What follows belongs to an exercise in optimizing a design on an open flow for small area; a production flow would make more cautious choices. The RTL was checked by simulation tests, not by an equivalence proof against the original design. The clock port is modelled as an ideal driver, which makes a skipped or thinned clock tree look cheaper than it is; a real chip needs a root buffer or a tree.

==> v6: inputs <==
// TopModule
module TopModule (
    input              clk,
    input              rst,
    input              chipSelect,
    input              read_in,
    input              write_in,
    input              A0In,
    input      [7:0]   inDataBus,
    output reg [7:0]   outDataBus,
    output reg         ioDataBus,
    input      [2:0]   cascade_in,
    output reg [2:0]   cascade_out,
    output             cascade_io,
    input              SP,
    input              interrupt_acknowledge_n,
    output reg         interrupt_to_cpu,
    input      [7:0]   interrupt_request
);
clock: 10.0 ns
lec_check: 0
cap_margin: 20
core_margin: 2
core_utilization: 40
gpl_timing_driven: 0
slew_margin: 20
standard.sh (not shown) runs the stock make flow with config.mk's settings and CLKGATE_MAP_FILE= SYNTH_SCRIPT=/design/flow/synth_recipe.tcl, a recipe that flattens the netlist after the stock synthesis.
==> flow/flow/run.sh <==
#!/bin/bash
# Own layout flow: the standard ORFS flow with these changes:
#  - synthesis is the standard one, but ABC maps the logic with an area-oriented
#    script, tried with several seeds (flow/abc_override.tcl), instead of ORFS's
#    speed script; registers are untouched;
#  - port buffers use the smallest buffer cell;
#  - the clock tree is built by flow/clock_tree.tcl in place of ORFS's CTS step.
set -euo pipefail
W=$(pwd)
F=$W/flow
export MY_ABC_SEEDS="1 2 3 4 5 6 7 8"
export MY_ABC_TIME=15
export RES=$W/orfs/results/sky130hd/TopModule/base

# synthesis script: the standard flow's, with the abc command overridden
{ head -n 1 synth_recipe.tcl; cat "$F/abc_override.tcl"; tail -n +2 synth_recipe.tcl; } > my_synth.tcl
# config: the standard flow's, plus the extra settings
{ cat config.mk; echo; cat "$F/extra.mk"; } > my_config.mk
sed -e "s#$W/synth_recipe.tcl#$W/my_synth.tcl#g" -e "s#$W/config.mk#$W/my_config.mk#g" standard.sh > my_standard.sh

bash my_standard.sh synth > synth.log 2>&1
bash my_standard.sh place > place.log 2>&1
openroad -no_init -exit "$F/clock_tree.tcl" > clock_tree.log 2>&1
bash my_standard.sh finish > route_finish.log 2>&1
test -f out/final.def
==> flow/flow/abc_override.tcl <==
# ABC maps the logic with an area-oriented script in place of ORFS's: deep
# AIG restructuring then area-oriented mapping, tried with several random
# seeds; the mapping with the smallest cell area is kept.
proc abc {args} {
  set i [lsearch -exact $args -script]
  if {$i >= 0} { set args [lreplace $args $i [expr {$i + 1}]] }
  set libargs {}
  foreach lib $::env(LIB_FILES) { lappend libargs -liberty $lib }
  design -save abc_input
  set best_area -1
  foreach seed $::env(MY_ABC_SEEDS) {
    design -load abc_input
    set script [file join $::env(OBJECTS_DIR) abc_seed_$seed.script]
    set f [open $script w]
    puts $f "strash\n&get -n\n&deepsyn -T $::env(MY_ABC_TIME) -S $seed\n&dch -f\n&nf -a -R 1000\n&put\ntopo"
    close $f
    yosys abc -script $script {*}$args
    set stat [tee -q -s result.string stat {*}$libargs]
    if {![regexp {Chip area for module[^:]*:\s*([0-9.]+)} $stat -> area]} { error "no area from stat" }
    puts "ABC seed $seed: cell area $area"
    if {$best_area < 0 || $area < $best_area} {
      set best_area $area
      design -save abc_best
    }
  }
  design -load abc_best
  puts "ABC: kept the mapping with cell area $best_area"
}

# Leave half and full adders to ABC as well: the design has no arithmetic,
# and the adder cells ORFS extracts are larger than ABC's gates.
proc extract_fa {args} {}
==> flow/flow/clock_tree.tcl <==
# Clock tree built by hand in place of ORFS's CTS step: the flip-flops are
# split into groups_n groups of equal size by recursive bisection; each group
# gets a clkbuf_8 at its centre, and one clkbuf_4 root, driven by the clock
# port, drives the group buffers. Group buffers whose flip-flops still see a
# slow clock edge are then upsized to clkbuf_16.
set groups_n 5
set slew_limit_ps 112

proc split_groups {items k} {
  # Split items into k groups of near-equal size, cutting across the longer
  # side of their bounding box each time.
  if {$k == 1} { return [list $items] }
  set xs [lmap s $items {lindex $s 1}]
  set ys [lmap s $items {lindex $s 2}]
  set dx [expr {[tcl::mathfunc::max {*}$xs] - [tcl::mathfunc::min {*}$xs]}]
  set dy [expr {[tcl::mathfunc::max {*}$ys] - [tcl::mathfunc::min {*}$ys]}]
  set idx [expr {$dx >= $dy ? 1 : 2}]
  set sorted [lsort -real -index $idx $items]
  set k1 [expr {$k / 2}]
  set n1 [expr {int(round([llength $sorted] * double($k1) / $k))}]
  return [concat [split_groups [lrange $sorted 0 [expr {$n1 - 1}]] $k1] \
                 [split_groups [lrange $sorted $n1 end] [expr {$k - $k1}]]]
}

proc worst_sink_slew {net} {
  set worst 0
  foreach it [$net getITerms] {
    if {[$it getIoType] ne "INPUT"} { continue }
    set pin [get_pins [$it getName]]
    foreach e {rise fall} {
      set s [expr {[sta::time_ui_sta [get_property $pin slew_max_$e]] * 1e12}]
      if {$s > $worst} { set worst $s }
    }
  }
  return $worst
}

read_liberty $::env(FLOW_HOME)/platforms/sky130hd/lib/sky130_fd_sc_hd__tt_025C_1v80.lib
read_db $::env(RES)/3_place.odb
read_sdc $::env(RES)/3_place.sdc
source $::env(FLOW_HOME)/platforms/sky130hd/setRC.tcl

set db [ord::get_db]
set block [ord::get_db_block]
set clknet [$block findNet clk]
set bufm [$db findMaster sky130_fd_sc_hd__clkbuf_8]
set rootm [$db findMaster sky130_fd_sc_hd__clkbuf_4]
set bigm [$db findMaster sky130_fd_sc_hd__clkbuf_16]

set sinks {}
foreach it [$clknet getITerms] {
  set bb [[$it getInst] getBBox]
  lappend sinks [list $it [expr {([$bb xMin] + [$bb xMax]) / 2.0}] [expr {([$bb yMin] + [$bb yMax]) / 2.0}]]
}
set groups [split_groups $sinks $groups_n]

set rootnet [odb::dbNet_create $block clknet_root]
$rootnet setSigType CLOCK
set leaves {}
set n 0
set lx 0.0
set ly 0.0
foreach g $groups {
  set sx 0.0
  set sy 0.0
  foreach s $g { set sx [expr {$sx + [lindex $s 1]}]; set sy [expr {$sy + [lindex $s 2]}] }
  set cx [expr {$sx / [llength $g]}]
  set cy [expr {$sy / [llength $g]}]
  set buf [odb::dbInst_create $block $bufm clkbuf_leaf_$n]
  set net [odb::dbNet_create $block clknet_leaf_$n]
  $net setSigType CLOCK
  foreach s $g {
    set it [lindex $s 0]
    $it disconnect
    $it connect $net
  }
  [$buf findITerm X] connect $net
  [$buf findITerm A] connect $rootnet
  $buf setLocation [expr {int($cx)}] [expr {int($cy)}]
  $buf setPlacementStatus PLACED
  lappend leaves $buf
  set lx [expr {$lx + $cx}]
  set ly [expr {$ly + $cy}]
  incr n
}
set root [odb::dbInst_create $block $rootm clkbuf_root]
[$root findITerm A] connect $clknet
[$root findITerm X] connect $rootnet
$root setLocation [expr {int($lx / $n)}] [expr {int($ly / $n)}]
$root setPlacementStatus PLACED
puts "clock tree: [llength $sinks] flip-flops in $n groups of [join [lmap g $groups {llength $g}] {, }]"

detailed_placement
set_propagated_clock [all_clocks]
estimate_parasitics -placement
foreach buf $leaves {
  set w [worst_sink_slew [[$buf findITerm X] getNet]]
  if {$w > $slew_limit_ps} {
    puts "upsize [$buf getName]: worst flip-flop clock slew $w ps"
    $buf swapMaster $bigm
  }
}
detailed_placement
check_placement
estimate_parasitics -placement
set worst 0
foreach pin [all_registers -clock_pins] {
  foreach e {rise fall} {
    set s [expr {[sta::time_ui_sta [get_property $pin slew_max_$e]] * 1e12}]
    if {$s > $worst} { set worst $s }
  }
}
puts "worst flip-flop clock pin slew: $worst ps"
report_clock_skew
report_worst_slack -min
report_worst_slack -max
write_db $::env(RES)/4_1_cts.odb
write_db $::env(RES)/4_cts.odb
write_sdc $::env(RES)/4_cts.sdc
Other scripts of this flow, unchanged in this note and not shown: flow/flow/extra.mk
==> v5: changes against v6 <==
--- a/flow/design.v
+++ b/flow/design.v
@@ -106,28 +106,27 @@
     reg       thawed;        
     always @(posedge clk or negedge rst) begin
         if (!rst) delay_inta <= 1'b1;
         else      delay_inta <= interrupt_acknowledge_n;
     end
     wire neg_inta = delay_inta & ~interrupt_acknowledge_n;
-    wire pos_inta = ~delay_inta & interrupt_acknowledge_n;
     wire idle     = ~ack1 & ~ack2;
     wire go_ack1  = idle & neg_inta & ~ocw2;
     wire go_ack2  = ack1 & neg_inta;
-    wire end_seq  = ack2 & pos_inta;
+    wire end_seq  = ack2 & interrupt_acknowledge_n;
     wire next_idle = (idle & ~go_ack1) | end_seq;
     always @(posedge clk or negedge rst) begin
         if (!rst) begin
             ack1 <= 1'b0;
             ack2 <= 1'b0;
         end else if (write_icw1) begin
             ack1 <= 1'b0;
             ack2 <= 1'b0;
         end else begin
             ack1 <= go_ack1 | (ack1 & ~neg_inta);
-            ack2 <= go_ack2 | (ack2 & ~pos_inta);
+            ack2 <= go_ack2 | (ack2 & ~interrupt_acknowledge_n);
         end
     end
     always @(posedge clk or negedge rst) begin
         if (!rst) thawed <= 1'b0;
         else if (next_idle) thawed <= 1'b1;
     end
@@ -202,17 +201,14 @@
     always @(posedge clk or negedge rst) begin
         if (!rst) begin
             low_seen <= 8'd0;
             irr      <= 8'd0;
         end else begin
             low_seen <= ~clear_irr & (low_seen | ~interrupt_request);
-            for (i = 0; i < 8; i = i + 1)
-                if (clear_irr[i])
-                    irr[i] <= 1'b0;
-                else if (thawed)
-                    irr[i] <= interrupt_request[i] & (ltim | low_seen[i]);
+            irr      <= {8{thawed}} & ~clear_irr & interrupt_request &
+                        ({8{ltim}} | low_seen);
         end
     end
     always @(posedge clk or negedge rst) begin
         if (!rst)
             interrupt_to_cpu <= 1'b0;
         else if (write_icw1)
@@ -237,15 +233,15 @@
         if (int_any) ack_level <= int_level;
         if (ack1)    ack1_level <= int_level;
     end
     wire cascade_slave = ~single & ~SP;
     assign cascade_io  = cascade_slave;
     wire slave_match = cascade_slave & (icw3[2:0] == cascade_in);
-    wire drive_vector = single | slave_match | (~cascade_slave & ~from_slave);
-    always @(*) begin
-        if (~cascade_slave & ~idle & from_slave)
+    wire drive_vector = slave_match | (~cascade_slave & ~from_slave);
+    always @(*) begin
+        if (SP & ~idle & from_slave)
             cascade_out = ack_level;
         else
             cascade_out = 3'b000;
     end
     wire out_vector = ~interrupt_acknowledge_n & ack2 & drive_vector;
     wire read       = ~read_in & ~chipSelect;
--- a/flow/flow/run.sh
+++ b/flow/flow/run.sh
@@ -5,13 +5,13 @@
 #    speed script; registers are untouched;
 #  - port buffers use the smallest buffer cell;
 #  - the clock tree is built by flow/clock_tree.tcl in place of ORFS's CTS step.
 set -euo pipefail
 W=$(pwd)
 F=$W/flow
-export MY_ABC_SEEDS="1 2 3 4 5 6 7 8"
+export MY_ABC_SEEDS="1 2 3 4 5 6 7 8 9 10 11 12 13 14 15 16"
 export MY_ABC_TIME=15
 export RES=$W/orfs/results/sky130hd/TopModule/base
 
 # synthesis script: the standard flow's, with the abc command overridden
 { head -n 1 synth_recipe.tcl; cat "$F/abc_override.tcl"; tail -n +2 synth_recipe.tcl; } > my_synth.tcl
 # config: the standard flow's, plus the extra settings
==> flow/flow/abc_override.tcl (replaced) <==
# ABC maps the logic with an area-oriented script in place of ORFS's: deep
# AIG restructuring then two rounds of area-oriented mapping, tried with
# several random seeds; the mapping with the smallest cell area is kept.
proc abc {args} {
  set i [lsearch -exact $args -script]
  if {$i >= 0} { set args [lreplace $args $i [expr {$i + 1}]] }
  set libargs {}
  foreach lib $::env(LIB_FILES) { lappend libargs -liberty $lib }
  design -save abc_input
  set best_area -1
  foreach seed $::env(MY_ABC_SEEDS) {
    design -load abc_input
    set script [file join $::env(OBJECTS_DIR) abc_seed_$seed.script]
    set f [open $script w]
    set map "&dch -f\n&nf -a -p -C 32 -F 8 -A 8 -R 1000\n&put"
    puts $f "strash\n&get -n\n&deepsyn -T $::env(MY_ABC_TIME) -S $seed\n$map\n&get -n\n$map\ntopo"
    close $f
    yosys abc -script $script {*}$args
    set stat [tee -q -s result.string stat {*}$libargs]
    if {![regexp {Chip area for module[^:]*:\s*([0-9.]+)} $stat -> area]} { error "no area from stat" }
    puts "ABC seed $seed: cell area $area"
    if {$best_area < 0 || $area < $best_area} {
      set best_area $area
      design -save abc_best
    }
  }
  design -load abc_best
  puts "ABC: kept the mapping with cell area $best_area"
}

# Leave half and full adders to ABC as well: the design has no arithmetic,
# and the adder cells ORFS extracts are larger than ABC's gates.
proc extract_fa {args} {}
--- a/flow/flow/clock_tree.tcl
+++ b/flow/flow/clock_tree.tcl
@@ -1,13 +1,8 @@
-# Clock tree built by hand in place of ORFS's CTS step: the flip-flops are
-# split into groups_n groups of equal size by recursive bisection; each group
-# gets a clkbuf_8 at its centre, and one clkbuf_4 root, driven by the clock
-# port, drives the group buffers. Group buffers whose flip-flops still see a
-# slow clock edge are then upsized to clkbuf_16.
-set groups_n 5
-set slew_limit_ps 112
+set groups_n 4
+set slew_limit_ps 122
 
 proc split_groups {items k} {
   # Split items into k groups of near-equal size, cutting across the longer
   # side of their bounding box each time.
   if {$k == 1} { return [list $items] }
   set xs [lmap s $items {lindex $s 1}]
@@ -37,12 +32,15 @@
 
 read_liberty $::env(FLOW_HOME)/platforms/sky130hd/lib/sky130_fd_sc_hd__tt_025C_1v80.lib
 read_db $::env(RES)/3_place.odb
 read_sdc $::env(RES)/3_place.sdc
 source $::env(FLOW_HOME)/platforms/sky130hd/setRC.tcl
 
+# first shrink oversized repair buffers (flow/downsize.tcl)
+source [file join [file dirname [info script]] downsize.tcl]
+
 set db [ord::get_db]
 set block [ord::get_db_block]
 set clknet [$block findNet clk]
 set bufm [$db findMaster sky130_fd_sc_hd__clkbuf_8]
 set rootm [$db findMaster sky130_fd_sc_hd__clkbuf_4]
 set bigm [$db findMaster sky130_fd_sc_hd__clkbuf_16]
@@ -51,14 +49,18 @@
 foreach it [$clknet getITerms] {
   set bb [[$it getInst] getBBox]
   lappend sinks [list $it [expr {([$bb xMin] + [$bb xMax]) / 2.0}] [expr {([$bb yMin] + [$bb yMax]) / 2.0}]]
 }
 set groups [split_groups $sinks $groups_n]
 
-set rootnet [odb::dbNet_create $block clknet_root]
-$rootnet setSigType CLOCK
+if {$groups_n > 4} {
+  set rootnet [odb::dbNet_create $block clknet_root]
+  $rootnet setSigType CLOCK
+} else {
+  set rootnet $clknet
+}
 set leaves {}
 set n 0
 set lx 0.0
 set ly 0.0
 foreach g $groups {
   set sx 0.0
@@ -80,17 +82,19 @@
   $buf setPlacementStatus PLACED
   lappend leaves $buf
   set lx [expr {$lx + $cx}]
   set ly [expr {$ly + $cy}]
   incr n
 }
-set root [odb::dbInst_create $block $rootm clkbuf_root]
-[$root findITerm A] connect $clknet
-[$root findITerm X] connect $rootnet
-$root setLocation [expr {int($lx / $n)}] [expr {int($ly / $n)}]
-$root setPlacementStatus PLACED
+if {$groups_n > 4} {
+  set root [odb::dbInst_create $block $rootm clkbuf_root]
+  [$root findITerm A] connect $clknet
+  [$root findITerm X] connect $rootnet
+  $root setLocation [expr {int($lx / $n)}] [expr {int($ly / $n)}]
+  $root setPlacementStatus PLACED
+}
 puts "clock tree: [llength $sinks] flip-flops in $n groups of [join [lmap g $groups {llength $g}] {, }]"
 
 detailed_placement
 set_propagated_clock [all_clocks]
 estimate_parasitics -placement
 foreach buf $leaves {
==> flow/flow/downsize.tcl (new file) <==
# Buffers that the placement repair inserted or upsized are often larger than
# needed: try each with smaller buffer cells, smallest first, and keep the
# first that leaves no slew or capacitance violation at its output or its
# loads, with the slew limit tightened to 1.2 ns.
proc buffer_ok {inst} {
  # no capacitance violation at the buffer's output or its loads, and no
  # load whose slew is over 1.2 ns (the library's limit is 1.5 ns)
  sta::redirect_string_begin
  report_check_types -max_capacitance -violators
  set s [sta::redirect_string_end]
  set out [$inst findITerm X]
  set pins [list "[$inst getName]/X"]
  foreach it [[$out getNet] getITerms] {
    if {[$it getIoType] ne "INPUT"} { continue }
    set name "[[$it getInst] getName]/[[$it getMTerm] getName]"
    lappend pins $name
    foreach e {rise fall} {
      if {[sta::time_ui_sta [get_property [get_pins $name] slew_max_$e]] > 1.2e-9} { return 0 }
    }
  }
  foreach line [split $s "\n"] {
    if {![string match *VIOLATED* $line]} { continue }
    if {[lsearch -exact $pins [lindex $line 0]] >= 0} { return 0 }
  }
  return 1
}
estimate_parasitics -placement
set sizes {buf_1 buf_2 buf_4 buf_6 buf_8 buf_12 buf_16}
foreach pass {1 2} {
foreach inst [[ord::get_db_block] getInsts] {
  set m [$inst getMaster]
  set mname [$m getName]
  if {![regexp {^sky130_fd_sc_hd__((clk)?buf_[0-9]+|clkdlybuf4s[0-9]+_[0-9]+|dlygate4sd[0-9]_1|dlymetal6s[0-9]s_1)$} $mname]} { continue }
  if {[string match clkbuf_* [$inst getName]]} { continue }
  set area [expr {[$m getWidth] * [$m getHeight]}]
  foreach s $sizes {
    set cand [[ord::get_db] findMaster sky130_fd_sc_hd__$s]
    if {[$cand getWidth] * [$cand getHeight] >= $area} { break }
    $inst swapMaster $cand
    estimate_parasitics -placement
    if {[buffer_ok $inst]} {
      puts "downsize [$inst getName]: $mname -> sky130_fd_sc_hd__$s"
      break
    }
    $inst swapMaster $m
    estimate_parasitics -placement
  }
}
}
CAP_MARGIN = 10   (was 20)
CORE_UTILIZATION = 70   (was 40)
SLEW_MARGIN = 10   (was 20)
==> v39: changes against v6 <==
--- a/flow/flow/clock_tree.tcl
+++ b/flow/flow/clock_tree.tcl
@@ -1,13 +1,13 @@
 # Clock tree built by hand in place of ORFS's CTS step: the flip-flops are
 # split into groups_n groups of equal size by recursive bisection; each group
 # gets a clkbuf_8 at its centre, and one clkbuf_4 root, driven by the clock
 # port, drives the group buffers. Group buffers whose flip-flops still see a
 # slow clock edge are then upsized to clkbuf_16.
 set groups_n 5
-set slew_limit_ps 112
+set slew_limit_ps 122
 
 proc split_groups {items k} {
   # Split items into k groups of near-equal size, cutting across the longer
   # side of their bounding box each time.
   if {$k == 1} { return [list $items] }
   set xs [lmap s $items {lindex $s 1}]
CORE_UTILIZATION = 60   (was 40)
GPL_TIMING_DRIVEN = not set   (was 0)
==> flow_metrics.tcl <==
set metrics [dict create \
    status "timing/DRC/antenna clean" \
    synth_top_family_by_area "compound AO/OA/AOI/OAI gates" \
    synth_cell_types 46 \
    num-multi-input-gates 289 \
    powerClk_mw 0.129 \
    final_cell_mix "59 x dfrtp_1, 48 x nand2_1, 39 x buf_1" \
    dr_wl_met3_um 1050 \
    switching_power_mw 0.429 \
    period_minus_slack_ns 6.71 \
    crit_end "outDataBus[2]" \
    syn_avg_cell_area_sq_um 9.75 \
    synth_fp_nets 407 \
]
# the run above: v5

==> flow_metrics.tcl <==
set metrics [dict create \
    status "timing/DRC/antenna clean" \
    routed_wl_um 10400 \
    clock_latency_ns 0.42 \
    swShare_pct 39.4 \
    syn_avg_cell_area_sq_um 9.30 \
    period_minus_slack_ns 6.30 \
    dr_wl_met3_um 543 \
    fin_area_sq_um 4240 \
    powerClk_mw 0.150 \
    switching_power_mw 0.388 \
    timing.max_cap.violations 0 \
    core_sq_um 9240 \
    sh_seq_area_pct 47.9 \
    top_layer_used "met4" \
    synth_top_family_by_area "simple AND/OR/NAND/NOR gates" \
    synth_fp_nets 435 \
    synth_cell_types 45 \
]
# the run above: v6

==> flow_metrics.tcl <==
set metrics [dict create \
    crit_end "outDataBus[0]" \
    num-multi-input-gates 317 \
    status "timing/DRC/antenna clean" \
    powerClk_mw 0.146 \
    synth_top_family_by_area "simple AND/OR/NAND/NOR gates" \
    period_minus_slack_ns 6.11 \
    synth_cell_types 45 \
    syn_avg_cell_area_sq_um 9.30 \
]
# the run above: v39

No run of this note takes its clock network from TritonCTS; it comes from the design's own scripts or RTL.

what the ideal ports hide:
How much do the figures lean on ideal ports? The routed layouts below were timed once more, with nothing changed but the port constraints.
Step 1: set_driving_cell puts a clkbuf_16 on clk and a buf_2 on each other input, an assumption about the parent block.
Step 2 also shifts input and output timing later by t, the mid clock arrival at the registers, as if the neighbouring blocks saw the same clock.
a / b / c = no drivers / after step 1 / after step 2; a / b = the first two.
run	shift t [ns]	setup slack, ns	worst register clock-pin slew, ns
v6	0.436	3.695 / 3.675 / 3.675	0.11 / 0.11
v5	0.226	3.290 / 3.269 / 3.269	0.12 / 0.12
v39	0.432	3.893 / 3.873 / 3.873	0.10 / 0.10
After both steps every run listed still meets setup and hold. For v5, which loses most, drivers alone change the setup slack by -0.021 ns; drivers and shift together by -0.021 ns.
